This is an optimization exercise on Yosys and OpenROAD, whose aim is small area, not a production implementation. Function was checked by simulation only, so behaviour that the tests miss may differ from the original. No activity file was given, so power comes from the tool's default toggle rates.

===== flow/design.v =====
module debounce (
    input wire clock,
    input wire rst,
    input wire ic,
    input wire key,
    output wire edge_o
);
    reg p, w, x;
    wire kk = key ^ p;
    always @(posedge clock) begin
        if (rst) begin
            p <= 1'b0; w <= 1'b0; x <= 1'b0;
        end else begin
            p <= p ^ (w & ic & kk);
            w <= ~ic & (w | kk) & ~(x & ~p);
            x <= w & ic & (kk | p);
        end
    end
    assign edge_o = p & x;
endmodule
module timebase (
    input  wire clock,
    input  wire rst,       
    input  wire rst_n,     
    input  wire first,     
    output wire pulse,     
    output reg  blink,     
    output wire intclock,  
    output wire dstep,     
    output wire [2:0] q    
);
    reg [14:0] sd;
    wire sd_low0 = ~|sd[13:0];
    always @(posedge clock or negedge rst_n) begin
        if (!rst_n) sd <= 15'd0;
        else        sd <= {sd[13:0], sd[14] ^ sd[13] ^ sd_low0};
    end
    assign pulse = sd_low0 & ~sd[14] & ~first;
    localparam [14:0] BL_J = 15'd8486;
    localparam [14:0] BL_T = 15'd4251;
    reg [14:0] bl;
    wire bl_hit = (bl[0] == BL_T[0]) & (bl[1] == BL_T[1]) & (bl[2] == BL_T[2]) &
                  (bl[3] == BL_T[3]) & (bl[5] == BL_T[5]) & (bl[6] == BL_T[6]) &
                  (bl[7] == BL_T[7]) & (bl[8] == BL_T[8]) & (bl[10] == BL_T[10]) &
                  (bl[12] == BL_T[12]) & (bl[14] == BL_T[14]);
    always @(posedge clock or negedge rst_n) begin
        if (!rst_n) bl <= BL_J;
        else        bl <= {bl[13:0], ~(bl[14] ^ bl[3])} ^ {10'd0, bl_hit, 4'd0};
    end
    always @(posedge clock) begin
        if (rst)         blink <= 1'b0;
        else if (bl_hit) blink <= ~blink;
    end
    reg [3:0] c15;
    reg       h;
    reg [2:0] dq;
    reg [3:0] c11;
    wire z = ~|c15;
    always @(posedge clock or negedge rst_n) begin
        if (!rst_n) c15 <= 4'd0;
        else        c15 <= {c15[2:0], ~(c15[3] ^ c15[2])};
    end
    reg [2:0] dq_next;
    always @(*) begin
        case (dq)
            3'b000:  dq_next = 3'b001;
            3'b001:  dq_next = 3'b110;
            3'b110:  dq_next = 3'b010;
            3'b010:  dq_next = 3'b011;
            3'b011:  dq_next = 3'b111;
            3'b111:  dq_next = 3'b100;
            3'b100:  dq_next = 3'b101;
            default: dq_next = 3'b000;
        endcase
    end
    always @(posedge clock) begin
        if (rst) begin
            h   <= 1'b0;
            dq  <= 3'b000;
            c11 <= 4'd0;
        end else if (z) begin
            h   <= ~h;
            if (h) dq <= dq_next;
            c11 <= (c11[3] & c11[1]) ? 4'd0 : c11 + 4'd1;
        end
    end
    assign intclock = h ^ c11[0] ^ ((c11 == 4'd0) & ~z);
    assign dstep = z & h;
    assign q = dq;
endmodule
module watch (
    input  wire clock,
    input  wire rst,
    input  wire pulse,
    input  wire cfg_e,
    input  wire inc_e,
    input  wire dec_e,
    output reg  [1:0] md,    
    output reg  [3:0] su, eu, mu, hu,
    output reg  [2:0] st, et, mt,
    output reg  [1:0] ht
);
    always @(posedge clock) begin
        if (rst)        md <= 2'd3;
        else if (cfg_e) md <= md - 2'd1;
    end
    wire m_run = (md == 2'd3);
    wire m_eh  = (md == 2'd2);
    wire m_em  = (md == 2'd1);
    wire m_es  = (md == 2'd0);
    wire tick  = m_run & pulse;
    wire dn    = dec_e & ~inc_e;
    wire eu9 = eu[3] & eu[0];
    wire eu0 = ~|eu;
    wire et5 = et[2] & et[0];
    wire et0 = ~|et;
    wire [3:0] eu_inc = eu9 ? 4'd0 : eu + 4'd1;
    wire [2:0] et_inc = eu9 ? (et5 ? 3'd0 : et + 3'd1) : et;
    wire e_up = (tick | (m_es & inc_e)) & ~cfg_e;
    wire e_dn = m_es & dn & ~cfg_e;
    always @(posedge clock) begin
        if (rst) begin
            eu <= 4'd0; et <= 3'd0;
        end else if (e_up) begin
            eu <= eu_inc; et <= et_inc;
        end else if (e_dn) begin
            eu <= eu0 ? 4'd9 : eu - 4'd1;
            if (eu0) et <= et0 ? 3'd5 : et - 3'd1;
        end
    end
    always @(posedge clock) begin
        if (rst) begin
            su <= 4'd0; st <= 3'd0;
        end else if (tick) begin
            su <= eu_inc; st <= et_inc;
        end else if (m_es & cfg_e) begin
            su <= eu; st <= et;
        end
    end
    wire c_min = tick & ~cfg_e & eu9 & et5;
    wire mu9 = mu[3] & mu[0];
    wire mu0 = ~|mu;
    wire mt5 = mt[2] & mt[0];
    wire mt0 = ~|mt;
    wire m_up = c_min | (m_em & inc_e);
    wire m_dn = m_em & dn;
    always @(posedge clock) begin
        if (rst) begin
            mu <= 4'd0; mt <= 3'd0;
        end else if (m_up) begin
            mu <= mu9 ? 4'd0 : mu + 4'd1;
            if (mu9) mt <= mt5 ? 3'd0 : mt + 3'd1;
        end else if (m_dn) begin
            mu <= mu0 ? 4'd9 : mu - 4'd1;
            if (mu0) mt <= mt0 ? 3'd5 : mt - 3'd1;
        end
    end
    wire c_hr = c_min & mu9 & mt5;
    wire h23 = ht[1] & hu[1] & hu[0];
    wire hu9 = hu[3] & hu[0];
    wire hu0 = ~|hu;
    wire ht0 = ~|ht;
    wire h_up = c_hr | (m_eh & inc_e);
    wire h_dn = m_eh & dn;
    always @(posedge clock) begin
        if (rst) begin
            hu <= 4'd0; ht <= 2'd0;
        end else if (h_up) begin
            if (h23) begin
                hu <= 4'd0; ht <= 2'd0;
            end else if (hu9) begin
                hu <= 4'd0; ht <= ht + 2'd1;
            end else
                hu <= hu + 4'd1;
        end else if (h_dn) begin
            if (ht0 & hu0) begin
                hu <= 4'd3; ht <= 2'd2;
            end else if (hu0) begin
                hu <= 4'd9; ht <= ht - 2'd1;
            end else
                hu <= hu - 4'd1;
        end
    end
endmodule
module dspl_drv (
    input  wire clock,
    input  wire disp_rst,
    input  wire dstep,
    input  wire [2:0] q,
    input  wire blink,
    input  wire [1:0] md,    
    input  wire [3:0] eu, mu, hu,
    input  wire [2:0] et, mt,
    input  wire [1:0] ht,
    output wire [7:0] an,
    output wire [7:0] dec_ddp
);
    wire [1:0] f = q[2:1];
    wire       t = q[0];
    reg  [3:0] dig;
    always @(*) begin
        case (q)
            3'b000:  dig = eu;
            3'b001:  dig = {1'b0, et};
            3'b010:  dig = mu;
            3'b011:  dig = {1'b0, mt};
            3'b100:  dig = hu;
            3'b101:  dig = {2'b00, ht};
            default: dig = 4'd0;
        endcase
    end
    wire fen = blink | (md != f);
    reg [3:0] sel;
    reg       sel0;
    reg       en;
    always @(posedge clock or posedge disp_rst) begin
        if (disp_rst) begin
            sel  <= 4'd0;
            sel0 <= 1'b0;
            en   <= 1'b0;
        end else if (dstep) begin
            sel  <= dig;
            sel0 <= 1'b1;
            en   <= fen;
        end
    end
    assign an[0] = ~(en & (q == 3'b001));
    assign an[1] = ~(en & (q == 3'b110));
    assign an[2] = 1'b1;
    assign an[3] = ~(en & (q == 3'b011));
    assign an[4] = ~(en & (q == 3'b111));
    assign an[5] = 1'b1;
    assign an[6] = ~(en & (q == 3'b101));
    assign an[7] = ~(en & (q == 3'b000));
    reg [6:0] seg;
    always @(*) begin
        case (sel)
            4'd0: seg = 7'b0000001;
            4'd1: seg = 7'b1001111;
            4'd2: seg = 7'b0010010;
            4'd3: seg = 7'b0000110;
            4'd4: seg = 7'b1001100;
            4'd5: seg = 7'b0100100;
            4'd6: seg = 7'b0100000;
            4'd7: seg = 7'b0001111;
            4'd8: seg = 7'b0000000;
            default: seg = 7'b0000100;
        endcase
    end
    assign dec_ddp = {seg, sel0};
endmodule
module clock_top(
    input wire clock,
    input wire reset_i,
    input wire config_i,
    input wire increment_i,
    input wire decrement_i,
    output wire [15:0] LED,
    output wire [7:0] an,
    output wire [7:0] dec_ddp
);
    reg [2:0] rs;
    always @(posedge clock or negedge reset_i) begin
        if (!reset_i) rs <= 3'b000;
        else          rs <= {rs[1], rs[1] | rs[0], ~rs[2]};
    end
    wire rst_n    = rs[2];
    wire rst      = ~rs[2];
    wire disp_rst = ~rs[2] | rs[0];
    wire pulse, blink, intclock, dstep;
    wire [2:0] q;
    timebase u_tb (
        .clock(clock), .rst(rst), .rst_n(rst_n), .first(rs[0]),
        .pulse(pulse), .blink(blink), .intclock(intclock), .dstep(dstep), .q(q)
    );
    wire cfg_e, inc_e, dec_e;
    debounce u_dc (.clock(clock), .rst(rst), .ic(intclock), .key(config_i),    .edge_o(cfg_e));
    debounce u_di (.clock(clock), .rst(rst), .ic(intclock), .key(increment_i), .edge_o(inc_e));
    debounce u_dd (.clock(clock), .rst(rst), .ic(intclock), .key(decrement_i), .edge_o(dec_e));
    wire [1:0] md;
    wire [3:0] su, eu, mu, hu;
    wire [2:0] st, et, mt;
    wire [1:0] ht;
    watch u_w (
        .clock(clock), .rst(rst), .pulse(pulse),
        .cfg_e(cfg_e), .inc_e(inc_e), .dec_e(dec_e),
        .md(md), .su(su), .st(st), .eu(eu), .et(et), .mu(mu), .mt(mt), .hu(hu), .ht(ht)
    );
    assign LED = {10'b0, {st, 3'b000} + {1'b0, st, 1'b0} + {2'b00, su}};
    dspl_drv u_d (
        .clock(clock), .disp_rst(disp_rst), .dstep(dstep), .q(q), .blink(blink),
        .md(md), .eu(eu), .et(et), .mu(mu), .mt(mt), .hu(hu), .ht(ht),
        .an(an), .dec_ddp(dec_ddp)
    );
endmodule

===== flow/constraint.sdc =====
create_clock -name core_clock -period 10.0 [get_ports {clock}]
set_input_delay 2.0000 -clock core_clock [delete_from_list [all_inputs] [get_ports {clock}]]
set_output_delay 2.0000 -clock core_clock [all_outputs]
set_load 0.01 [all_outputs]

===== flow/config.mk =====
export PLATFORM = sky130hd
export DESIGN_NAME = clock_top
export DESIGN_NICKNAME = clock_top
export VERILOG_FILES = /design/flow/design.v
export SDC_FILE = /design/flow/constraint.sdc
export NUM_CORES = 4
export LEC_CHECK = 0
export ABC_AREA = 1
export CAP_MARGIN = 20
export CORE_MARGIN = 2
export CORE_UTILIZATION = 40
export CTS_BUF_LIST = sky130_fd_sc_hd__clkbuf_8
export SLEW_MARGIN = 20

===== flow/run.sh =====
#!/bin/bash
# synth_recipe.tcl (not shown) runs the flow's synth.tcl, then flattens the netlist and writes it again
# the make line also repeats each setting of config.mk as NAME=value (left out here)
make -C /OpenROAD-flow-scripts/flow DESIGN_CONFIG=/design/flow/config.mk WORK_HOME=/design/flow/orfs CLKGATE_MAP_FILE= SYNTH_SCRIPT=/design/flow/synth_recipe.tcl finish

==> impl_metrics.env, run 1 <==
export IMPL_crit_fanout=2
export IMPL_status="no timing/DRC/antenna violations"
export IMPL_clkTransAtPathRegs_ps=100
export IMPL_worstPathRequired_ps=8000
export IMPL_overflow=0
export IMPL_dp_final_hpwl_um=6960
export IMPL_place_inst=746
export IMPL_nets=654
export IMPL_track_usage=0.160
export IMPL_stdcell_count=762
export IMPL_slew_headroom=0.534
export IMPL_vias=3826
export IMPL_h_tree_depth=3
export IMPL_clockBufferDepth=2
export IMPL_clkSinkCount=90
export IMPL_io_buffers=24
export IMPL_endpoint_kind="output port"
export IMPL_syn_to_final_growth_pct=11.3
export IMPL_tns_ps=0
export IMPL_hold_viol=0
export IMPL_syn_area_mm2=0.00470
export IMPL_syn_instance_count=590
export IMPL_antenna_found_initial=0
export IMPL_cts_resized=0
export IMPL_ant_nets=0
export IMPL_grt_pass1_vias=3545
export IMPL_cts_tree="built"
export IMPL_routed_wl_um=9530
export IMPL_synth_largest_area_cell="dfrtp_1"
export IMPL_wl_per_cell_um=12.5
export IMPL_rsz0062_at_grt="no"
export IMPL_synthDistinctLibCells=47
export IMPL_grt_max_degree=65
export IMPL_cap_violations=0
export IMPL_syn_avg_cell_area_um2=7.97
export IMPL_vdd_ir_drop_max_v=0.0000845
export IMPL_critPathKind="flip-flop to output port"
export IMPL_clockRootBuffer="clkbuf_8"
export IMPL_worst_pin_slew_ps=698
export IMPL_cts_made_buffers=9
export IMPL_drive_above_1_share=0.0695
export IMPL_synth_warnings=5
export IMPL_crit_path_start_kind="flip-flop"
export IMPL_p_leak_nw=2.37
export IMPL_die_x_um=112
export IMPL_period_minus_slack_ps=4390
export IMPL_dieArea_mm2=0.0126
export IMPL_hold_path_class="flip-flop to flip-flop"
export IMPL_cts_setup_buffers=0
export IMPL_grt_pass1_wl_um=16400
export IMPL_synth_area_top_cells="dfrtp_1, dfxtp_1, nand2_1"
export IMPL_gp_congestion=0.883
export IMPL_rows=39
export IMPL_min_period_over_period=0.439
export IMPL_ys_ff_latch=90
export IMPL_drcViolationCount=0
export IMPL_ctsHoldBuffers=0
export IMPL_via_per_inst=5.02
export IMPL_initial_core_util=0.410
export IMPL_power_density_mw_per_mm2=122
export IMPL_power_mw=0.636
export IMPL_drtIter0Drc=264
export IMPL_clk_latency_ps=380
export IMPL_ys_seq_area_frac=0.430
export IMPL_core_area_mm2=0.0115
export IMPL_finalSetupViolations=0
export IMPL_first_pass_iters=7
export IMPL_finalMaxSlewViolations=0
export IMPL_arrival_ps=2390
export IMPL_fin_skew_ps=8.57
export IMPL_max_freq_mhz=228
export IMPL_io_pins=37
export IMPL_die_h_um=112
export IMPL_n_antenna_cell=0
export IMPL_synth_top_area_share=0.202
[synth_stat cells, drive strengths merged]
| cell type | instances |
|---|---|
| mux2i | 1 |
| inv | 77 |
| o31ai | 3 |
| dfxtp | 47 |
| nand3 | 28 |
| o21a | 1 |
| o21bai | 1 |
| clkinv | 1 |
| a21oi | 27 |
| conb | 2 |
| nor3 | 15 |
| o21ai | 48 |
| xnor2 | 5 |
| nor3b | 1 |
| dfrtp | 38 |
| a31oi | 6 |
| or2 | 4 |
| a31o | 1 |
| buf | 18 |
| nand2 | 120 |
| dfstp | 5 |
| nor2 | 69 |
| o211ai | 3 |
| fa | 2 |
| a221oi | 1 |
| a22oi | 2 |
| nand4 | 4 |
| a311oi | 1 |
| a211oi | 5 |
| clkbuf | 4 |
| xor2 | 7 |
| o221ai | 2 |
| ha | 33 |
| nand3b | 4 |
| a32oi | 1 |
| o22ai | 3 |
[cell families after synthesis]
family | count (synthesis) | share of synthesized area
DFF | 90 | 0.430
muxes | 1 | 0.00213
buffers and inverters | 100 | 0.0934
adders and majority gates | 35 | 0.0964
other | 2 | 0.00160
xor gates and xnor gates | 12 | 0.0224
and+or+nand+nor | 245 | 0.226
AOI/OAI and AO/OA | 105 | 0.128
[layout by cell type (no fill, tap or decap), drive strengths merged, types with 6 or more instances in the layout]
cell	instances
xor2	7
dfxtp	47
nor2	69
clkdlybuf4s50	24
inv	83
a31oi	6
nand3	28
nand2	120
a21oi	27
o21ai	48
conb	12
dfrtp	38
clkbuf	9
ha	33
nor3	15
[worst paths after layout]
check / from / to / slack (ps) / depth (start not counted)
max in group asynchronous: reset_i / rs[2] / 8060 / 1
min in group asynchronous: rs[2] / u_tb.sd[13] / 400 / 1
min: u_tb.bl[11] / u_tb.bl[12] / 370 / 0
max reg2reg: u_tb.sd[13] / u_w.et[1] / 7850 / 12
min reg2reg: u_tb.bl[11] / u_tb.bl[12] / 370 / 0
max: u_w.su[3] / LED[4] / 5610 / 4
[state kept, by name, summed over array words and instances, names as in the netlist, 3 cells and up, named ones only]
| name | flops |
|---|---|
| u_w.hu | 4 |
| u_w.et | 3 |
| u_tb.c11 | 4 |
| u_tb.bl | 15 |
| u_w.st | 3 |
| u_tb.sd | 15 |
| u_w.mt | 3 |
| u_d.sel | 4 |
| rs | 3 |
| u_w.su | 4 |
| u_w.mu | 4 |
| u_w.eu | 4 |
| u_tb.c15 | 4 |
[final cells by class]
| cell class | instances | area, µm² |
|---|---|---|
| Tap cell | 143 | 179 |
| Clock buffer | 9 | 124 |
| Multi-Input combinational cell | 410 | 2280 |
| Timing Repair Buffer | 25 | 248 |
| Clock inverter | 7 | 87.6 |
| Sequential cell | 90 | 2020 |
| Inverter | 78 | 294 |
| Fill cell | 1107 | 6230 |
[worst max-delay path: stages, from the launching register on]
cell and delay (ps):
dfxtp_1 340, fa_1 530, fa_1 450, xor2_1 150
clkdlybuf4s50_1 550
[metal layers]
layer,track usage,part of all wire,vias to the layer above
li1,-,-,1946
met1,0.206,0.47,1778
met2,0.260,0.47,92
met3,0.0518,0.048,10
met4,0.0472,0.016,0
met5,0,0,-
[stage by stage]
stage | cell area (µm²) | worst slack [ps] | hold WS (ps) | util
after CTS | 5230 | 5580 | 370 | 0.456
after global placement | 5020 | 6020 | 334 | 0.438
after global routing | 5230 | 5490 | 382 | 0.456
after detailed placement | 5020 | 6000 | 337 | 0.438
final | 5230 | 5610 | 367 | 0.456
after floorplan | 4740 | 6490 | 283 | -
[report_power, final]
group	switching, mW	total, mW	internal [mW]	leakage, nW
logic	0.00308	0.00489	0.00180	1.43
clock network	0.148	0.271	0.123	0.109
registers	0.00000000000190	0.361	0.361	0.829
total	0.151	0.636	0.485	2.37
==> run 2, diff against run 1 <==
==> flow/flow/run.sh (new file) <==
#!/bin/bash
# Own layout flow:
#  1. the standard synthesis (standard.sh synth), unchanged;
#  2. the combinational logic between the registers is mapped again with a
#     stronger, area-oriented ABC script; every register instance (name and
#     cell) is kept, and Yosys proves the new netlist equivalent to the
#     standard one (if it cannot, the standard netlist is used);
#  3. the standard layout (standard.sh finish) on that netlist, with the
#     port buffers made of buf_1 cells.
# Each tool writes its full output to a log file of its own here.
set -uo pipefail
W=$(pwd)
F=$W/flow
R=$W/orfs/results/$FLOW_PLATFORM/clock_top/base
LIB=$FLOW_HOME/platforms/$FLOW_PLATFORM/lib/sky130_fd_sc_hd__tt_025C_1v80.lib

bash standard.sh synth > $W/log_1_synth.log 2>&1 || exit 1
cp $R/1_2_yosys.v $W/std_netlist.v

python3 $F/gen_cells.py $LIB $W/cells_comb.v $W/cells_seq.v > $W/log_2_cells.log 2>&1

DU="-dont_use sky130_fd_sc_hd__probe_p_8 -dont_use sky130_fd_sc_hd__probec_p_8 -dont_use sky130_fd_sc_hd__lpflow_*"
cat > $W/reopt.ys <<EOF
read_liberty -lib $LIB
read_verilog $W/std_netlist.v
hierarchy -top $FLOW_TOP
techmap -map $W/cells_comb.v
opt_clean
techmap
opt -purge
abc -liberty $LIB $DU -script $F/reopt.abc
opt_clean -purge
hilomap -singleton -hicell sky130_fd_sc_hd__conb_1 HI -locell sky130_fd_sc_hd__conb_1 LO
splitnets
opt_clean -purge
stat -liberty $LIB
write_verilog -noattr -nohex -nodec $W/reopt_netlist.v
EOF
yosys -s $W/reopt.ys > $W/log_3_reopt.log 2>&1

cat > $W/equiv.ys <<EOF
read_verilog $W/cells_comb.v
read_verilog $W/cells_seq.v
read_verilog $W/std_netlist.v
rename $FLOW_TOP gold
read_verilog $W/reopt_netlist.v
rename $FLOW_TOP gate
proc
flatten gold gate
opt_clean
async2sync
equiv_make gold gate eq
equiv_simple -seq 2 eq
equiv_induct eq
equiv_status -assert eq
EOF
if [[ -s $W/reopt_netlist.v ]] && yosys -s $W/equiv.ys > $W/log_4_equiv.log 2>&1; then
  echo "re-mapped netlist proved equivalent; using it" > $W/log_4_choice.log
  cp $W/reopt_netlist.v $R/1_2_yosys.v
  rm -f $R/1_synth.odb $R/1_synth.sdc
else
  echo "re-mapped netlist not proved equivalent; using the standard one" > $W/log_4_choice.log
fi

bash standard.sh "BUFFER_PORTS_ARGS=-buffer_cell sky130_fd_sc_hd__buf_1" finish > $W/log_5_layout.log 2>&1
==> flow/flow/gen_cells.py (new file) <==
#!/usr/bin/env python3
"""Write Verilog models of a Liberty file's cells.
usage: gen_cells.py LIB OUT_COMB [OUT_SEQ]
OUT_COMB: combinational cells (for techmap: their logic as assigns).
OUT_SEQ:  flip-flop models (for simulation only)."""
import re, sys

def blocks(text, start=0):
    """Yield (head, body) for each top-level 'name (args) { ... }' group in text."""
    i = start
    n = len(text)
    while i < n:
        m = re.compile(r'(\w+)\s*\(([^)]*)\)\s*\{').search(text, i)
        if not m:
            return
        depth = 1
        j = m.end()
        while depth and j < n:
            c = text[j]
            if c == '{':
                depth += 1
            elif c == '}':
                depth -= 1
            j += 1
        yield m.group(1), m.group(2).strip().strip('"'), text[m.end():j - 1]
        i = j

def attr(body, name):
    m = re.search(r'\b' + name + r'\s*:\s*"?([^";]*)"?\s*;', body)
    return m.group(1).strip() if m else None

def vexpr(f):
    f = f.replace('!', '~').replace('*', '&').replace('+', '|')
    # implicit AND written as a space between operands
    f = re.sub(r'([\w)])\s+(?=[~\w(])', r'\1 & ', f)
    return f

lib = open(sys.argv[1]).read()
libbody = next(blocks(lib))[2]
comb, seq = [], []
for kind, name, body in blocks(libbody):
    if kind != 'cell':
        continue
    if attr(body, 'dont_use') == 'true':
        pass
    inner = list(blocks(body))
    kinds = {k for k, _, _ in inner}
    pins = []
    for k, pname, pbody in inner:
        if k == 'pin':
            pins.append((pname, attr(pbody, 'direction'), attr(pbody, 'function'),
                         attr(pbody, 'three_state')))
    if not pins:
        continue
    ins = [p for p, d, _, _ in pins if d == 'input']
    outs = [(p, f) for p, d, f, t in pins if d == 'output']
    if any(t for _, _, _, t in pins):
        continue
    if kinds & {'ff', 'latch', 'statetable'}:
        ffb = [b for k, _, b in inner if k == 'ff']
        if not ffb or 'clkgate' in name or 'sdf' in name or 'dfbb' in name:
            continue
        b = ffb[0]
        nxt = vexpr(attr(b, 'next_state'))
        clk = attr(b, 'clocked_on')
        clr = attr(b, 'clear')
        pre = attr(b, 'preset')
        ev = ['posedge ' + clk] if not clk.startswith('!') else ['negedge ' + clk[1:]]
        body_v = []
        cond = []
        if clr:
            c = clr.strip()
            if c.startswith('!'):
                ev.append('negedge ' + c[1:]); body_v.append(f'if (!{c[1:]}) IQ <= 1\'b0;')
            else:
                ev.append('posedge ' + c); body_v.append(f'if ({c}) IQ <= 1\'b0;')
        if pre:
            c = pre.strip()
            kw = 'else if' if body_v else 'if'
            if c.startswith('!'):
                ev.append('negedge ' + c[1:]); body_v.append(f'{kw} (!{c[1:]}) IQ <= 1\'b1;')
            else:
                ev.append('posedge ' + c); body_v.append(f'{kw} ({c}) IQ <= 1\'b1;')
        body_v.append(('else ' if body_v else '') + f'IQ <= {nxt};')
        s = f'module {name} ({", ".join(ins + [o for o, _ in outs])});\n'
        s += ''.join(f'  input {p};\n' for p in ins)
        s += ''.join(f'  output {o};\n' for o, _ in outs)
        s += '  reg IQ;\n'
        s += f'  always @({" or ".join(ev)}) begin\n    ' + '\n    '.join(body_v) + '\n  end\n'
        for o, f in outs:
            s += f'  assign {o} = {vexpr(f).replace("IQ_N", "~IQ")};\n'
        s += 'endmodule\n'
        seq.append(s)
        continue
    if not outs or any(f is None for _, f in outs):
        continue
    s = f'module {name} ({", ".join(ins + [o for o, _ in outs])});\n'
    s += ''.join(f'  input {p};\n' for p in ins)
    s += ''.join(f'  output {o};\n' for o, _ in outs)
    for o, f in outs:
        s += f'  assign {o} = {vexpr(f)};\n'
    s += 'endmodule\n'
    comb.append(s)
open(sys.argv[2], 'w').write('\n'.join(comb))
if len(sys.argv) > 3:
    open(sys.argv[3], 'w').write('\n'.join(seq))
print(len(comb), 'combinational,', len(seq), 'sequential models')
==> flow/flow/reopt.abc (new file) <==
&get -n
&st
&deepsyn -T 20
&nf -a
&put
==> flow/standard.sh (new file) <==
#!/bin/bash
# synth_recipe.tcl (not shown) runs the flow's synth.tcl, then flattens the netlist and writes it again
# the make line also repeats each setting of config.mk as NAME=value (left out here)
make -C /OpenROAD-flow-scripts/flow DESIGN_CONFIG=/design/flow/config.mk WORK_HOME=/design/flow/orfs CLKGATE_MAP_FILE= SYNTH_SCRIPT=/design/flow/synth_recipe.tcl "${@:-finish}"
removed: flow/run.sh
==> run 2 against run 1 <==
Net effect: non-clock buffer count is 1 higher; final cell count decreased by 23%; via count down 18%; first-iteration DRC count shrank 52%; global-route usage up 1.0 points; flip-flop and latch count is the same; critical endpoint is now LED[5]; largest power group unchanged; synthesized cell count fell by 31%; clock skew is 0.86 ps lower; core utilization is 1.2 points higher.
==> impl_metrics.env, run 2 <==
export IMPL_antenna_found_initial=0
export IMPL_place_inst=574
export IMPL_grt_pass1_vias=2864
export IMPL_period_minus_slack_ps=4130
export IMPL_ant_nets=0
export IMPL_h_tree_depth=3
export IMPL_top_usage_layer="met2"
export IMPL_nets=461
export IMPL_setup_ws_ps=5870
export IMPL_cts_made_buffers=9
export IMPL_path_buf_inv=2
export IMPL_rsz0062_at_grt="no"
export IMPL_endpoint_kind="output port"
export IMPL_finalSetupViolations=0
export IMPL_cts_resized=0
export IMPL_p_leak_nw=1.63
export IMPL_gp_congestion=0.779
export IMPL_via_per_inst=5.31
export IMPL_min_period_over_period=0.413
export IMPL_io_pins=37
export IMPL_largest_registers="u_tb.bl x15, u_tb.sd x15"
export IMPL_tns_ps=0
export IMPL_cap_violations=0
export IMPL_finalMaxSlewViolations=0
export IMPL_met2_usage=0.270
export IMPL_stdcell_count=590
export IMPL_slew_headroom=0.482
export IMPL_clockRootBuffer="clkbuf_8"
export IMPL_critPathTopFamily="compound AO/OA/AOI/OAI gates"
export IMPL_wl_per_cell_um=13.9
export IMPL_track_usage=0.171
export IMPL_hold_path_class="flip-flop to flip-flop"
export IMPL_drtIter0Drc=127
export IMPL_layout_common_cells="dfxtp_1, nor2_1, dfrtp_1"
export IMPL_critPathKind="flip-flop to output port"
export IMPL_ff_latch_area_mm2=0.00202
export IMPL_fin_skew_ps=7.70
export IMPL_use_met1=0.231
export IMPL_worst_pin_slew_ps=770
export IMPL_multiInputGateArea_mm2=0.00184
export IMPL_drcViolationCount=0
export IMPL_fillers=896
export IMPL_critPathMaxStageDelay_ps=460
export IMPL_vdd_ir_drop_max_v=0.0000969
export IMPL_power_mw=0.610
export IMPL_grt_pass1_wl_um=14000
export IMPL_ctsHoldBuffers=0
export IMPL_initial_core_util=0.415
export IMPL_rows=35
export IMPL_pre_cts_ws_ps=6270
export IMPL_overflow=0
export IMPL_first_pass_iters=4
export IMPL_die_h_um=102
export IMPL_clkSinkCount=90
export IMPL_clkTransAtPathRegs_ps=90
export IMPL_grt_use_met3=0.0397
export IMPL_arrival_ps=2130
export IMPL_syn_area_mm2=0.00387
export IMPL_hold_viol=0
export IMPL_clockBufferDepth=2
export IMPL_dp_final_hpwl_um=5740
export IMPL_io_buffers=24
export IMPL_cts_setup_buffers=0
export IMPL_cts_tree="built"
export IMPL_drive_above_1_share=0.0499
export IMPL_power_density_mw_per_mm2=139
export IMPL_crit_path_start_kind="flip-flop"
export IMPL_die_x_um=102
export IMPL_dieArea_mm2=0.0105
export IMPL_max_freq_mhz=242
export IMPL_syn_to_final_growth_pct=12.9
export IMPL_slowest_stage="dfxtp_1"
export IMPL_routed_wl_um=8210
export IMPL_grt_max_degree=61
export IMPL_path_cells="nand2b_1 > and2_0 > o21ai_0 > clkinv_1 > a21oi_1 > o211ai_1 > nand2_1 > buf_1"
export IMPL_final_common_cell="dfxtp_1"
export IMPL_status="no timing/DRC/antenna violations"
export IMPL_worstPathRequired_ps=8000
export IMPL_syn_avg_cell_area_um2=9.47
export IMPL_clk_latency_ps=360
export IMPL_n_antenna_cell=0
export IMPL_core_area_mm2=0.00933
export IMPL_crit_fanout=8
export IMPL_syn_instance_count=409
export IMPL_synth_warnings=5
export IMPL_vias=3130
==> run 2: stage by stage <==
step	hold slack [ps]	cell area [µm²]	utilization
6_report	355	4370	0.469
5_1_grt	364	4370	0.469
4_1_cts	362	4370	0.469
3_5_place_dp	340	4180	0.448
3_3_place_gp	335	4180	0.448
2_1_floorplan	268	3910	-
==> run 2: worst paths after layout <==
check | start | to | slack, ps | depth (start not counted)
setup / recovery | u_w.st[1] | LED[5] | 5870 | 8
hold / removal | u_tb.bl[4] | u_tb.bl[5] | 360 | 0
setup reg to reg | u_tb.sd[10] | u_w.mt[2] | 7150 | 7
hold reg to reg | u_tb.bl[4] | u_tb.bl[5] | 360 | 0
max in group asynchronous | reset_i | rs[2] | 8390 | 1
min in group asynchronous | rs[2] | u_tb.bl[6] | 410 | 1
==> run 2: layout make-up <==
| type | instances | area share |
|---|---|---|
| clock buffers | 9 | 0.0283 |
| clock inverters | 7 | 0.0163 |
| inverters | 12 | 0.0103 |
| multi-input cells | 317 | 0.421 |
| flip-flops and latches | 90 | 0.463 |
| well taps | 129 | 0.0369 |
| repair buffers | 26 | 0.0240 |
==> run 2: report_power, final <==
part	switching [mW]	internal, mW	total, mW
Sequential	0.00000000000254	0.361	0.361
Clock	0.129	0.116	0.245
Combinational	0.00321	0.000739	0.00395
==> run 2: per-layer routing <==
metal	vias to the layer above	wire length [µm]
li1	1583	-
met1	1480	4000
met2	56	3800
met3	11	298
met4	0	116
met5	-	0
==> run 3, diff against run 2 <==
--- a/flow/design.v
+++ b/flow/design.v
@@ -96,9 +96,10 @@
     input  wire inc_e,
     input  wire dec_e,
     output reg  [1:0] md,    
-    output reg  [3:0] su, eu, mu, hu,
-    output reg  [2:0] st, et, mt,
-    output reg  [1:0] ht
+    output reg  [5:0] sb,
+    output reg  [5:0] es,
+    output reg  [5:0] mi,
+    output reg  [4:0] hr
 );
     always @(posedge clock) begin
         if (rst)        md <= 2'd3;
@@ -109,77 +110,45 @@
     wire m_em  = (md == 2'd1);
     wire m_es  = (md == 2'd0);
     wire tick  = m_run & pulse;
-    wire dn    = dec_e & ~inc_e;
-    wire eu9 = eu[3] & eu[0];
-    wire eu0 = ~|eu;
-    wire et5 = et[2] & et[0];
-    wire et0 = ~|et;
-    wire [3:0] eu_inc = eu9 ? 4'd0 : eu + 4'd1;
-    wire [2:0] et_inc = eu9 ? (et5 ? 3'd0 : et + 3'd1) : et;
-    wire e_up = (tick | (m_es & inc_e)) & ~cfg_e;
-    wire e_dn = m_es & dn & ~cfg_e;
-    always @(posedge clock) begin
-        if (rst) begin
-            eu <= 4'd0; et <= 3'd0;
-        end else if (e_up) begin
-            eu <= eu_inc; et <= et_inc;
-        end else if (e_dn) begin
-            eu <= eu0 ? 4'd9 : eu - 4'd1;
-            if (eu0) et <= et0 ? 3'd5 : et - 3'd1;
-        end
-    end
-    always @(posedge clock) begin
-        if (rst) begin
-            su <= 4'd0; st <= 3'd0;
-        end else if (tick) begin
-            su <= eu_inc; st <= et_inc;
-        end else if (m_es & cfg_e) begin
-            su <= eu; st <= et;
-        end
-    end
-    wire c_min = tick & ~cfg_e & eu9 & et5;
-    wire mu9 = mu[3] & mu[0];
-    wire mu0 = ~|mu;
-    wire mt5 = mt[2] & mt[0];
-    wire mt0 = ~|mt;
-    wire m_up = c_min | (m_em & inc_e);
-    wire m_dn = m_em & dn;
-    always @(posedge clock) begin
-        if (rst) begin
-            mu <= 4'd0; mt <= 3'd0;
-        end else if (m_up) begin
-            mu <= mu9 ? 4'd0 : mu + 4'd1;
-            if (mu9) mt <= mt5 ? 3'd0 : mt + 3'd1;
-        end else if (m_dn) begin
-            mu <= mu0 ? 4'd9 : mu - 4'd1;
-            if (mu0) mt <= mt0 ? 3'd5 : mt - 3'd1;
-        end
-    end
-    wire c_hr = c_min & mu9 & mt5;
-    wire h23 = ht[1] & hu[1] & hu[0];
-    wire hu9 = hu[3] & hu[0];
-    wire hu0 = ~|hu;
-    wire ht0 = ~|ht;
-    wire h_up = c_hr | (m_eh & inc_e);
-    wire h_dn = m_eh & dn;
-    always @(posedge clock) begin
-        if (rst) begin
-            hu <= 4'd0; ht <= 2'd0;
-        end else if (h_up) begin
-            if (h23) begin
-                hu <= 4'd0; ht <= 2'd0;
-            end else if (hu9) begin
-                hu <= 4'd0; ht <= ht + 2'd1;
-            end else
-                hu <= hu + 4'd1;
-        end else if (h_dn) begin
-            if (ht0 & hu0) begin
-                hu <= 4'd3; ht <= 2'd2;
-            end else if (hu0) begin
-                hu <= 4'd9; ht <= ht - 2'd1;
-            end else
-                hu <= hu - 4'd1;
-        end
+    wire es59  = (es == 6'd59);
+    wire mi59  = (mi == 6'd59);
+    wire carry = tick & ~cfg_e & es59;
+    reg  [1:0] fs;       
+    always @(*) begin
+        if (m_run) fs = carry ? (mi59 ? 2'd2 : 2'd1) : 2'd0;
+        else       fs = md;
+    end
+    reg  [5:0] x;
+    always @(*) begin
+        case (fs)
+            2'd0:    x = es;
+            2'd1:    x = mi;
+            default: x = {1'b0, hr};
+        endcase
+    end
+    wire [5:0] lim = fs[1] ? 6'd23 : 6'd59;
+    wire up = m_run | inc_e;
+    wire [5:0] y = up ? ((x == lim) ? 6'd0 : x + 6'd1)
+                      : ((x == 6'd0) ? lim : x - 6'd1);
+    wire ed = (inc_e | dec_e);
+    always @(posedge clock) begin
+        if (rst)                         es <= 6'd0;
+        else if (tick & ~cfg_e)          es <= es59 ? 6'd0 : y;
+        else if (m_es & ed & ~cfg_e)     es <= y;
+    end
+    always @(posedge clock) begin
+        if (rst)                 sb <= 6'd0;
+        else if (tick)           sb <= es59 ? 6'd0 : y;
+        else if (m_es & cfg_e)   sb <= es;
+    end
+    always @(posedge clock) begin
+        if (rst)                 mi <= 6'd0;
+        else if (carry)          mi <= mi59 ? 6'd0 : y;
+        else if (m_em & ed)      mi <= y;
+    end
+    always @(posedge clock) begin
+        if (rst)                      hr <= 5'd0;
+        else if ((carry & mi59) | (m_eh & ed)) hr <= y[4:0];
     end
 endmodule
 module dspl_drv (
@@ -189,38 +158,35 @@
     input  wire [2:0] q,
     input  wire blink,
     input  wire [1:0] md,    
-    input  wire [3:0] eu, mu, hu,
-    input  wire [2:0] et, mt,
-    input  wire [1:0] ht,
+    input  wire [5:0] es, mi,
+    input  wire [4:0] hr,
     output wire [7:0] an,
     output wire [7:0] dec_ddp
 );
     wire [1:0] f = q[2:1];
     wire       t = q[0];
-    reg  [3:0] dig;
-    always @(*) begin
-        case (q)
-            3'b000:  dig = eu;
-            3'b001:  dig = {1'b0, et};
-            3'b010:  dig = mu;
-            3'b011:  dig = {1'b0, mt};
-            3'b100:  dig = hu;
-            3'b101:  dig = {2'b00, ht};
-            default: dig = 4'd0;
-        endcase
-    end
+    reg  [5:0] fv;
+    always @(*) begin
+        case (f)
+            2'b00:   fv = es;
+            2'b01:   fv = mi;
+            2'b10:   fv = {1'b0, hr};
+            default: fv = 6'd0;
+        endcase
+    end
+    wire [2:0] fv_t = (fv >= 6'd50) ? 3'd5 : (fv >= 6'd40) ? 3'd4 : (fv >= 6'd30) ? 3'd3 :
+                      (fv >= 6'd20) ? 3'd2 : (fv >= 6'd10) ? 3'd1 : 3'd0;
+    wire [5:0] fv_u = fv - {fv_t, 3'b000} - {1'b0, fv_t, 1'b0};
+    wire [3:0] dig = t ? {1'b0, fv_t} : fv_u[3:0];
     wire fen = blink | (md != f);
     reg [3:0] sel;
-    reg       sel0;
     reg       en;
     always @(posedge clock or posedge disp_rst) begin
         if (disp_rst) begin
-            sel  <= 4'd0;
-            sel0 <= 1'b0;
+            sel  <= 4'd15;
             en   <= 1'b0;
         end else if (dstep) begin
             sel  <= dig;
-            sel0 <= 1'b1;
             en   <= fen;
         end
     end
@@ -235,7 +201,6 @@
     reg [6:0] seg;
     always @(*) begin
         case (sel)
-            4'd0: seg = 7'b0000001;
             4'd1: seg = 7'b1001111;
             4'd2: seg = 7'b0010010;
             4'd3: seg = 7'b0000110;
@@ -244,10 +209,11 @@
             4'd6: seg = 7'b0100000;
             4'd7: seg = 7'b0001111;
             4'd8: seg = 7'b0000000;
-            default: seg = 7'b0000100;
-        endcase
-    end
-    assign dec_ddp = {seg, sel0};
+            4'd9: seg = 7'b0000100;
+            default: seg = 7'b0000001;
+        endcase
+    end
+    assign dec_ddp = {seg, ~(sel[3] & sel[2])};
 endmodule
 module clock_top(
     input wire clock,
@@ -278,18 +244,17 @@
     debounce u_di (.clock(clock), .rst(rst), .ic(intclock), .key(increment_i), .edge_o(inc_e));
     debounce u_dd (.clock(clock), .rst(rst), .ic(intclock), .key(decrement_i), .edge_o(dec_e));
     wire [1:0] md;
-    wire [3:0] su, eu, mu, hu;
-    wire [2:0] st, et, mt;
-    wire [1:0] ht;
+    wire [5:0] sb, es, mi;
+    wire [4:0] hr;
     watch u_w (
         .clock(clock), .rst(rst), .pulse(pulse),
         .cfg_e(cfg_e), .inc_e(inc_e), .dec_e(dec_e),
-        .md(md), .su(su), .st(st), .eu(eu), .et(et), .mu(mu), .mt(mt), .hu(hu), .ht(ht)
+        .md(md), .sb(sb), .es(es), .mi(mi), .hr(hr)
     );
-    assign LED = {10'b0, {st, 3'b000} + {1'b0, st, 1'b0} + {2'b00, su}};
+    assign LED = {10'b0, sb};
     dspl_drv u_d (
         .clock(clock), .disp_rst(disp_rst), .dstep(dstep), .q(q), .blink(blink),
-        .md(md), .eu(eu), .et(et), .mu(mu), .mt(mt), .hu(hu), .ht(ht),
+        .md(md), .es(es), .mi(mi), .hr(hr),
         .an(an), .dec_ddp(dec_ddp)
     );
 endmodule
==> flow/flow/run.sh (replaced) <==
#!/bin/bash
# Own layout flow:
#  1. the standard synthesis (standard.sh synth), unchanged;
#  2. the combinational logic between the registers is mapped again with
#     several area-oriented ABC scripts (abc_scripts.txt, one per line); every
#     register instance (name and cell) is kept. The smallest result that
#     Yosys proves equivalent to the standard netlist is used (if none is
#     proved, the standard netlist is used);
#  3. the standard layout (standard.sh finish) on that netlist, with the
#     port buffers made of buf_1 cells.
# Each tool writes its full output to a log file of its own here.
set -uo pipefail
W=$(pwd)
F=$W/flow
R=$W/orfs/results/$FLOW_PLATFORM/clock_top/base
LIB=$FLOW_HOME/platforms/$FLOW_PLATFORM/lib/sky130_fd_sc_hd__tt_025C_1v80.lib

bash standard.sh synth > $W/log_1_synth.log 2>&1 || exit 1
cp $R/1_2_yosys.v $W/std_netlist.v

python3 $F/gen_cells.py $LIB $W/cells_comb.v $W/cells_seq.v > $W/log_2_cells.log 2>&1

DU="-dont_use sky130_fd_sc_hd__probe_p_8 -dont_use sky130_fd_sc_hd__probec_p_8 -dont_use sky130_fd_sc_hd__lpflow_*"
i=0
while IFS= read -r line; do
  [[ -z "$line" ]] && continue
  i=$((i+1))
  echo "$line" | tr ';' '\n' > $W/reopt_$i.abc
  cat > $W/reopt_$i.ys <<EOF
read_liberty -lib $LIB
read_verilog $W/std_netlist.v
hierarchy -top $FLOW_TOP
techmap -map $W/cells_comb.v
opt_clean
techmap
opt -purge
abc -liberty $LIB $DU -script $W/reopt_$i.abc
opt_clean -purge
hilomap -singleton -hicell sky130_fd_sc_hd__conb_1 HI -locell sky130_fd_sc_hd__conb_1 LO
splitnets
opt_clean -purge
tee -o $W/reopt_$i.stat stat -liberty $LIB
write_verilog -noattr -nohex -nodec $W/reopt_$i.v
EOF
  timeout 300 yosys -s $W/reopt_$i.ys > $W/log_3_reopt_$i.log 2>&1 &
done < $F/abc_scripts.txt
wait

# candidates, smallest first
for f in $W/reopt_*.stat; do
  a=$(awk '/Chip area/ {print $NF}' $f)
  [[ -n "$a" ]] && echo "$a ${f%.stat}.v"
done | sort -g > $W/log_4_candidates.log

choice=""
while read -r a v; do
  [[ -s $v ]] || continue
  cat > $W/equiv.ys <<EOF
read_verilog $W/cells_comb.v
read_verilog $W/cells_seq.v
read_verilog $W/std_netlist.v
rename $FLOW_TOP gold
read_verilog $v
rename $FLOW_TOP gate
proc
flatten gold gate
opt_clean
async2sync
equiv_make gold gate eq
equiv_simple -seq 2 eq
equiv_induct eq
equiv_status -assert eq
EOF
  if timeout 600 yosys -s $W/equiv.ys > $W/log_5_equiv_$(basename $v .v).log 2>&1; then
    choice=$v
    break
  fi
done < $W/log_4_candidates.log

if [[ -n "$choice" ]]; then
  echo "using $choice (proved equivalent)" > $W/log_5_choice.log
  cp $choice $R/1_2_yosys.v
  rm -f $R/1_synth.odb $R/1_synth.sdc
else
  echo "no re-mapped netlist proved equivalent; using the standard one" > $W/log_5_choice.log
fi

bash standard.sh "BUFFER_PORTS_ARGS=-buffer_cell sky130_fd_sc_hd__buf_1" SKIP_REPAIR_TIE_FANOUT=1 finish > $W/log_6_layout.log 2>&1
==> flow/flow/abc_scripts.txt (new file) <==
&get -n; &st; &deepsyn -T 20; &nf -a; &put
&get -n; &st; &deepsyn -T 20; &put; dch -f; amap
&get -n; &st; &deepsyn -T 20; &nf -a -R 1000; &put
&get -n; &st; &deepsyn -T 20; &put; dch -f; map -a; amap
&get -n; &st; &deepsyn -T 20 -S 1; &nf -a; &put
&get -n; &st; &deepsyn -T 20 -S 2; &put; dch -f; amap
&get -n; &st; &deepsyn -T 20 -S 3; &nf -a; &put
&get -n; &st; &deepsyn -T 20 -S 4; &put; dch -f; amap
--- a/flow/config.mk
+++ b/flow/config.mk
@@ -10,4 +10,6 @@
 export CORE_MARGIN = 2
 export CORE_UTILIZATION = 40
 export CTS_BUF_LIST = sky130_fd_sc_hd__clkbuf_8
+export CTS_CLUSTER_DIAMETER = 100
+export CTS_CLUSTER_SIZE = 20
 export SLEW_MARGIN = 20
removed: flow/flow/reopt.abc
==> run 3 against run 2 <==
Net effect: largest power group unchanged; global-route usage grew 0.91 points; total power grew 1.9%; wire length shrank 2.0%; flip-flop and latch count shrank 5; final cell count shrank 8.1%; clock skew shrank 0.92 ps.
==> impl_metrics.env, run 3 <==
export IMPL_crit_path_start_kind="flip-flop"
export IMPL_seqPwrFrac=0.549
export IMPL_gp_congestion=0.918
export IMPL_drive_above_1_share=0.0622
export IMPL_arrival_ps=5330
export IMPL_fin_area_mm2=0.00397
export IMPL_drtIter0Drc=188
export IMPL_clk_latency_ps=370
export IMPL_worst_pin_slew_ps=798
export IMPL_p_int_mw=0.485
export IMPL_p_leak_nw=1.41
export IMPL_core_area_mm2=0.00859
export IMPL_rr_endpoint="u_w.sb[3]"
export IMPL_r2r_setup_slack_ps=4910
export IMPL_rsz0062_at_grt="no"
export IMPL_first_pass_iters=5
export IMPL_stdcell_count=542
export IMPL_crit_start="u_tb.sd[4]"
export IMPL_grt_pass1_vias=2798
export IMPL_endpoint_kind="flip-flop"
export IMPL_period_minus_slack_ps=5090
export IMPL_comb_power_share=0.006
export IMPL_clockRootBuffer="clkbuf_8"
export IMPL_syn_instance_count=392
export IMPL_antenna_found_initial=0
export IMPL_syn_to_final_growth_pct=13.4
export IMPL_io_pins=37
export IMPL_finalMaxSlewViolations=0
export IMPL_p_sw_frac=0.218
export IMPL_track_usage=0.180
export IMPL_power_mw=0.621
export IMPL_hold_viol=0
export IMPL_grt_max_degree=45
export IMPL_min_period_over_period=0.509
export IMPL_rows=34
export IMPL_vdd_ir_drop_max_v=0.0000726
export IMPL_max_freq_mhz=197
export IMPL_place_inst=526
export IMPL_tns_ps=0
export IMPL_largest_registers="u_tb.bl x15, u_tb.sd x15"
export IMPL_critPathKind="flip-flop to flip-flop"
export IMPL_io_buffers=24
export IMPL_clkSinkCount=85
export IMPL_vias=2948
export IMPL_ctsHoldBuffers=0
export IMPL_worst_r2r_cell_count=21
export IMPL_cts_made_buffers=9
export IMPL_hold_path_class="flip-flop to asynchronous set/reset pin"
export IMPL_cts_tree="built"
export IMPL_drcViolationCount=0
export IMPL_cts_setup_buffers=0
export IMPL_power_density_mw_per_mm2=156
export IMPL_cap_violations=0
export IMPL_dieArea_mm2=0.00951
export IMPL_dpl_cell_area_mm2=0.00374
export IMPL_clock_power_share=0.445
export IMPL_crit_fanout=8
export IMPL_clockBufferDepth=2
export IMPL_wl_per_cell_um=14.8
export IMPL_syn_avg_cell_area_um2=8.93
export IMPL_slew_headroom=0.466
export IMPL_synth_warnings=5
export IMPL_worstPathRequired_ps=10240
export IMPL_r2r_start="u_tb.sd[4]"
export IMPL_fin_skew_ps=6.78
export IMPL_layout_common_cells="clkinv_1, nor2_1, dfxtp_1"
export IMPL_dp_final_hpwl_um=5960
export IMPL_finalSetupViolations=0
export IMPL_status="no timing/DRC/antenna violations"
export IMPL_initial_core_util=0.407
export IMPL_routed_wl_um=8040
export IMPL_grt_pass1_wl_um=13800
export IMPL_final_common_cell="clkinv_1"
export IMPL_p_sw_mw=0.136
export IMPL_clkTransAtPathRegs_ps=90
export IMPL_die_x_um=97.5
export IMPL_n_antenna_cell=0
export IMPL_die_h_um=97.5
export IMPL_nets=434
export IMPL_syn_area_mm2=0.00350
export IMPL_h_tree_depth=3
export IMPL_cts_resized=0
export IMPL_overflow=0
export IMPL_via_per_inst=5.44
export IMPL_ant_nets=0
[run 3: critical path, cell delays in order, from the launching register on]
cell and delay [ps]:
dfrtp_1 390, nor4_1 400, nand2_1 100, nor4b_1 360, nand4_1 370, clkinv_1 150
nand2_1 100, o32ai_1 720, nor2_1 200, a222oi_1 460, nand2_1 130, nor2_1 180
clkinv_1 110, nor2_1 160, clkinv_1 100, nor2_1 150, clkinv_1 100, nor2_1 180
nand2_1 90, nand2_1 90, o32a_1 280, o221ai_1 150
[run 3: cell type report]
cell class,instances,area (µm²)
multi-input cells,244,1340
well taps,108,135
fillers,848,4620
inverters,63,236
clock buffers,9,124
clock inverters,7,105
repair buffers,26,105
flip-flops and latches,85,1920
[run 3: power by group through the flow]
stage | Clock [mW] | Combinational, mW | Sequential, mW
6_report | 0.276 | 0.00382 | 0.341
5_1_grt | 0.295 | 0.00437 | 0.341
4_1_cts | 0.282 | 0.00384 | 0.341
3_5_place_dp | 0 | 0.00382 | 0.348
3_3_place_gp | 0 | 0.00368 | 0.348
2_1_floorplan | 0 | 0.00262 | 0.348
[run 3: worst max path at each step]
stage,end,slack (ps),cells after the start
4_1_cts,u_w.es[2],4970,21
5_1_grt,u_w.es[2],4340,21
2_1_floorplan,u_w.es[2],5790,21
3_3_place_gp,u_w.sb[3],5320,21
6_report,u_w.sb[3],4910,21
3_5_place_dp,u_w.es[2],5150,21
[run 3: through the flow]
stage                     utilization  setup slack, ps  hold slack, ps
after detailed placement        0.435             5150             336
after floorplan                     -             5790             233
final                           0.462             4910             337
after global placement          0.435             5320             328
after global routing            0.462             4340             369
after CTS                       0.462             4970             344
[run 3: layer usage]
layer	wire length, µm	vias to the layer above	global-route usage
met1	3920	1385	0.252
met2	3630	70	0.271
met4	131	0	0.0684
li1	-	1482	-
met3	353	11	0.0424
met5	0	-	0
==> run 4, diff against run 3 <==
--- a/flow/flow/run.sh
+++ b/flow/flow/run.sh
@@ -85,4 +85,4 @@
   echo "no re-mapped netlist proved equivalent; using the standard one" > $W/log_5_choice.log
 fi
 
-bash standard.sh "BUFFER_PORTS_ARGS=-buffer_cell sky130_fd_sc_hd__buf_1" SKIP_REPAIR_TIE_FANOUT=1 finish > $W/log_6_layout.log 2>&1
+bash standard.sh "BUFFER_PORTS_ARGS=-buffer_cell sky130_fd_sc_hd__buf_1" finish > $W/log_6_layout.log 2>&1
--- a/flow/config.mk
+++ b/flow/config.mk
@@ -9,7 +9,7 @@
 export CAP_MARGIN = 20
 export CORE_MARGIN = 2
 export CORE_UTILIZATION = 40
-export CTS_BUF_LIST = sky130_fd_sc_hd__clkbuf_8
-export CTS_CLUSTER_DIAMETER = 100
-export CTS_CLUSTER_SIZE = 20
+export CTS_BUF_LIST = sky130_fd_sc_hd__clkbuf_16
+export CTS_CLUSTER_DIAMETER = 200
+export CTS_CLUSTER_SIZE = 40
 export SLEW_MARGIN = 20
==> run 4 against run 3 <==
Net effect: sequential power is essentially flat; non-clock buffer count is the same; synthesized cell count is the same; sequential share of layout area shrank 1.3 points; clock power grew 17%; largest power group unchanged.
==> impl_metrics.env, run 4 <==
export IMPL_status="no timing/DRC/antenna violations"
export IMPL_ff_latch_area_mm2=0.00192
export IMPL_period_minus_slack_ps=4910
export IMPL_rr_endpoint="u_w.es[2]"
export IMPL_fillers=828
export IMPL_grt_pass1_vias=2778
export IMPL_layout_common_cells="clkinv_1, nor2_1, dfxtp_1"
export IMPL_vias=2979
export IMPL_syn_instance_count=392
export IMPL_holdWs_ps=325
export IMPL_place_inst=536
export IMPL_syn_to_final_growth_pct=16.5
export IMPL_crit_start="u_tb.sd[3]"
export IMPL_ctsHoldBuffers=0
export IMPL_track_usage=0.172
export IMPL_syn_area_mm2=0.00350
export IMPL_min_period_over_period=0.491
export IMPL_worst_r2r_cell_count=21
export IMPL_grt_max_degree=45
export IMPL_routed_wl_um=7740
export IMPL_worstPathRequired_ps=10250
export IMPL_antenna_found_initial=0
export IMPL_nets=444
export IMPL_clockRootBuffer="clkbuf_16"
export IMPL_rsz0062_at_grt="no"
export IMPL_gp_congestion=0.891
export IMPL_hold_path_class="flip-flop to asynchronous set/reset pin"
export IMPL_slew_headroom=0.488
export IMPL_multiInputGateArea_mm2=0.00138
export IMPL_crit_fanout=8
export IMPL_dpl_cell_area_mm2=0.00378
export IMPL_h_tree_depth=3
export IMPL_synth_warnings=5
export IMPL_stdcell_count=552
export IMPL_cts_tree="built"
export IMPL_cts_made_buffers=9
export IMPL_drcViolationCount=0
export IMPL_critPathKind="flip-flop to flip-flop"
export IMPL_io_pins=37
export IMPL_power_density_mw_per_mm2=164
export IMPL_clkSinkCount=85
export IMPL_fin_area_mm2=0.00408
export IMPL_first_pass_iters=5
export IMPL_ant_nets=0
export IMPL_finalSetupViolations=0
export IMPL_vdd_ir_drop_max_v=0.0000920
export IMPL_r2r_start="u_tb.sd[3]"
export IMPL_n_antenna_cell=0
export IMPL_drive_above_1_share=0.0608
export IMPL_overflow=0
export IMPL_tns_ps=0
export IMPL_endpoint_kind="flip-flop"
export IMPL_finalMaxSlewViolations=0
export IMPL_r2r_setup_slack_ps=5090
export IMPL_clk_latency_ps=330
export IMPL_wl_per_cell_um=14.0
export IMPL_cap_violations=0
export IMPL_die_h_um=97.5
export IMPL_clkTransAtPathRegs_ps=70
export IMPL_io_buffers=24
export IMPL_dieArea_mm2=0.00951
export IMPL_clockBufferDepth=2
export IMPL_final_common_cell="clkinv_1"
export IMPL_core_area_mm2=0.00859
export IMPL_rows=34
export IMPL_dp_final_hpwl_um=5900
export IMPL_cts_setup_buffers=0
export IMPL_worst_pin_slew_ps=766
export IMPL_hold_viol=0
export IMPL_max_freq_mhz=204
export IMPL_initial_core_util=0.407
export IMPL_die_x_um=97.5
export IMPL_via_per_inst=5.40
export IMPL_arrival_ps=5160
export IMPL_crit_path_start_kind="flip-flop"
export IMPL_largest_registers="u_tb.bl x15, u_tb.sd x15"
export IMPL_p_leak_nw=1.48
export IMPL_fin_skew_ps=4.46
export IMPL_crit_path_end="u_w.es[2]"
export IMPL_drtIter0Drc=175
export IMPL_cts_resized=0
export IMPL_power_mw=0.669
export IMPL_grt_pass1_wl_um=13300
export IMPL_syn_avg_cell_area_um2=8.93
==> run 4: layout make-up <==
| type | instances | share of cell area |
|---|---|---|
| repair buffers | 26 | 0.0258 |
| inverters | 63 | 0.0580 |
| clock buffers | 9 | 0.0552 |
| multi-input cells | 254 | 0.338 |
| clock inverters | 7 | 0.0181 |
| well taps | 108 | 0.0331 |
| flip-flops and latches | 85 | 0.472 |
==> run 4: through the flow <==
stage | utilization | worst slack, ps
final | 0.474 | 5090
after global routing | 0.474 | 4150
after CTS | 0.474 | 5110
after detailed placement | 0.440 | 5150
after global placement | 0.440 | 5380
after floorplan | - | 5790
==> run 4: worst min path at each step <==
| stage | to | cells after the start | from | slack, ps |
|---|---|---|---|---|
| global route | u_tb.bl[2] | 0 | u_tb.bl[1] | 370 |
| finish | u_tb.bl[9] | 1 | rs[2] | 320 |
| CTS | u_tb.c15[2] | 1 | rs[2] | 340 |
| detailed placement | u_d.en | 1 | rs[0] | 330 |
| floorplan | u_d.en | 1 | rs[0] | 230 |
| global placement | u_d.en | 1 | rs[0] | 330 |
==> run 4: layer usage <==
layer	share of wire	wire [µm]	track usage
met5	0	0	0
met4	0.018	138	0.0652
met3	0.055	427	0.0324
met2	0.45	3480	0.267
met1	0.48	3690	0.240
==> run 4: worst max-delay path, stage by stage, from the launching register on <==
cell and delay, ps:
dfrtp_1 380, nor4_1 280, nand2_1 80, nor4b_1 340, nand4_1 350, clkinv_1 160
nand2_1 100, o32ai_1 700, nor2_1 210, a222oi_1 470, nand2_1 140, nor2_1 170
clkinv_1 100, nor2_1 150, clkinv_1 100, nor2_1 150, clkinv_1 100, nor2_1 180
nand2_1 90, o21a_1 100, o22a_1 240, o32ai_1 220
==> run 4: power by group <==
group | leakage [nW] | total [mW] | switching, mW | internal (mW)
clock | 0.147 | 0.324 | 0.147 | 0.176
combinational | 0.559 | 0.00375 | 0.00311 | 0.000640
sequential | 0.775 | 0.341 | 0.00000000000179 | 0.341
==> run 5, diff against run 4 <==
--- a/flow/config.mk
+++ b/flow/config.mk
@@ -9,7 +9,5 @@
 export CAP_MARGIN = 20
 export CORE_MARGIN = 2
 export CORE_UTILIZATION = 40
-export CTS_BUF_LIST = sky130_fd_sc_hd__clkbuf_16
-export CTS_CLUSTER_DIAMETER = 200
-export CTS_CLUSTER_SIZE = 40
+export CTS_BUF_LIST = sky130_fd_sc_hd__clkbuf_8
 export SLEW_MARGIN = 20
==> run 5 against run 4 <==
Net effect: sequential power about the same; die area stayed put; highest routed layer unchanged; critical endpoint unchanged; synthesized area stayed put; hold slack got worse by 8.7 ps; clock skew is 5.1 ps higher; core utilization shrank 1.2 points.
==> impl_metrics.env, run 5 <==
export IMPL_crit_path_start_kind="flip-flop"
export IMPL_slowest_stage="o32ai_1"
export IMPL_grt_pass1_vias=2766
export IMPL_path_cells="nor4_1 > nand2_1 > nor4b_1 > nand4_1 > clkinv_1 > nand2_1 > o32ai_1 > nor2_1 > a222oi_1 > nand2_1 > nor2_1 > clkinv_1 > nor2_1 > clkinv_1 > nor2_1 > clkinv_1 > nor2_1 > nand2_1 > o21a_1 > o22a_1 > o32ai_1"
export IMPL_track_usage=0.171
export IMPL_syn_area_mm2=0.00350
export IMPL_clockRootBuffer="clkbuf_8"
export IMPL_path_buf_inv=4
export IMPL_p_int_mw=0.440
export IMPL_final_common_cell="clkinv_1"
export IMPL_ant_nets=0
export IMPL_max_freq_mhz=202
export IMPL_power_mw=0.581
export IMPL_seqPwrFrac=0.587
export IMPL_crit_start="u_tb.sd[3]"
export IMPL_drcViolationCount=0
export IMPL_cts_resized=0
export IMPL_die_h_um=97.5
export IMPL_arrival_ps=5210
export IMPL_finalSetupViolations=0
export IMPL_critPathMaxStageDelay_ps=720
export IMPL_first_pass_iters=5
export IMPL_cap_violations=0
export IMPL_clkSinkCount=85
export IMPL_slew_headroom=0.470
export IMPL_status="no timing/DRC/antenna violations"
export IMPL_power_density_mw_per_mm2=146
export IMPL_clkTransAtPathRegs_ps=100
export IMPL_dieArea_mm2=0.00951
export IMPL_via_per_inst=5.33
export IMPL_grt_pass1_wl_um=13300
export IMPL_largest_registers="u_tb.bl x15, u_tb.sd x15"
export IMPL_gp_congestion=0.891
export IMPL_worstPathRequired_ps=10260
export IMPL_grt_max_degree=45
export IMPL_ff_latch_area_mm2=0.00192
export IMPL_r2r_start="u_tb.sd[3]"
export IMPL_drtIter0Drc=167
export IMPL_multiInputGateArea_mm2=0.00138
export IMPL_clk_latency_ps=360
export IMPL_hold_viol=0
export IMPL_overflow=0
export IMPL_vdd_ir_drop_max_v=0.0000716
export IMPL_worst_path_most_repeated_cell="nor2_1"
export IMPL_endpoint_kind="flip-flop"
export IMPL_antenna_found_initial=0
export IMPL_tns_ps=0
export IMPL_setup_ws_ps=5050
export IMPL_crit_fanout=8
export IMPL_cts_made_buffers=9
export IMPL_critPathTopFamily="simple AND/OR/NAND/NOR gates"
export IMPL_r2r_setup_slack_ps=5050
export IMPL_finalMaxSlewViolations=0
export IMPL_initial_core_util=0.407
export IMPL_rows=34
export IMPL_period_minus_slack_ps=4950
export IMPL_worst_pin_slew_ps=793
export IMPL_syn_avg_cell_area_um2=8.93
export IMPL_ctsHoldBuffers=0
export IMPL_cts_setup_buffers=0
export IMPL_core_area_mm2=0.00859
export IMPL_wl_per_cell_um=14.0
export IMPL_routed_wl_um=7740
export IMPL_syn_instance_count=392
export IMPL_pre_cts_ws_ps=5150
export IMPL_p_sw_mw=0.141
export IMPL_n_antenna_cell=0
export IMPL_min_period_over_period=0.495
export IMPL_clockBufferDepth=2
export IMPL_drive_above_1_share=0.0608
export IMPL_cts_tree="built"
export IMPL_layout_common_cells="clkinv_1, nor2_1, dfxtp_1"
export IMPL_die_x_um=97.5
export IMPL_hold_path_class="flip-flop to asynchronous set/reset pin"
export IMPL_synth_warnings=5
export IMPL_p_leak_nw=1.44
export IMPL_clock_power_share=0.407
export IMPL_h_tree_depth=3
export IMPL_fin_skew_ps=9.57
export IMPL_syn_to_final_growth_pct=13.6
export IMPL_comb_power_share=0.006
export IMPL_rsz0062_at_grt="no"
export IMPL_io_pins=37
export IMPL_dp_final_hpwl_um=5900
export IMPL_nets=444
export IMPL_critPathKind="flip-flop to flip-flop"
export IMPL_io_buffers=24
export IMPL_vias=2941
export IMPL_p_sw_frac=0.243
export IMPL_fillers=848
[run 5: path summary, 6_finish.rpt]
check / to / depth (start not counted)
max: u_w.es[2] / 21
min: u_tb.c15[2] / 1
max reg2reg: u_w.es[2] / 21
min reg2reg: u_tb.c15[2] / 1
max in group asynchronous: rs[2] / 1
min in group core_clock: u_tb.bl[12] / 0
[run 5: power by group through the flow]
| stage | clock network [mW] | registers (mW) | logic, mW |
|---|---|---|---|
| 2_1_floorplan | 0 | 0.348 | 0.00262 |
| 3_3_place_gp | 0 | 0.348 | 0.00363 |
| 3_5_place_dp | 0 | 0.348 | 0.00367 |
| 4_1_cts | 0.244 | 0.341 | 0.00368 |
| 5_1_grt | 0.258 | 0.341 | 0.00429 |
| 6_report | 0.236 | 0.341 | 0.00377 |
[run 5: worst register-to-register path: cells and delay by family, from the launching register on]
kind | cells | cell delay [ps]
and+or+nand+nor | 12 | 2250
AOI/OAI and AO/OA | 5 | 1760
buffers and inverters | 4 | 460
DFF | 1 | 390
[run 5: layout make-up]
class	count	share of cell area
repair buffers	26	0.0264
clock inverters	7	0.0186
inverters	63	0.0595
multi-input cells	254	0.347
flip-flops and latches	85	0.484
clock buffers	9	0.0312
well taps	108	0.0340
[run 5: metal layers]
metal / global-route usage / routed length, µm
met4: 0.0588 / 78
met2: 0.268 / 3540
met5: 0 / 0
met3: 0.0345 / 351
met1: 0.238 / 3770
[run 5: through the flow]
stage	instance area (µm²)	util	hold WS, ps	std cells
finish	3980	0.463	316	552
detailed placement	3780	0.440	333	536
global route	3980	0.463	375	552
floorplan	3540	-	233	402
CTS	3980	0.463	347	552
global placement	3780	0.440	333	536

port drivers added, routing unchanged:
No port has a modelled driver above. Below, the same layouts with a new extraction and two added sets of constraints.
Step 1, drivers: a clkbuf_16 drives clock and a buf_2 each remaining input, both assumed.
Step 2, shift: input delay + t, output delay - t, t = (earliest + latest rising clock arrival at the registers) / 2. This alone moves slack from input paths to output paths.
a / b / c = no drivers / after step 1 / after step 2; a / b = the first two.
run	t, ns	slack for setup (ns)	hold WS [ns]	latest minus earliest clock arrival (ns)	worst data-port slew with drivers (ns)
run 1	0.406	5.606 / 5.571 / 5.977	0.367 / 0.367 / 0.367	0.009 / 0.009	0.04
run 2	0.384	5.872 / 5.842 / 6.226	0.355 / 0.355 / 0.355	0.008 / 0.008	0.03
run 3	0.399	4.913 / 4.913 / 4.913	0.337 / 0.337 / 0.337	0.007 / 0.007	0.03
run 4	0.367	5.089 / 5.089 / 5.089	0.325 / 0.325 / 0.325	0.004 / 0.004	0.03
run 5	0.380	5.054 / 5.054 / 5.054	0.316 / 0.316 / 0.316	0.011 / 0.011	0.03
After both steps setup and hold are still met in every run listed.
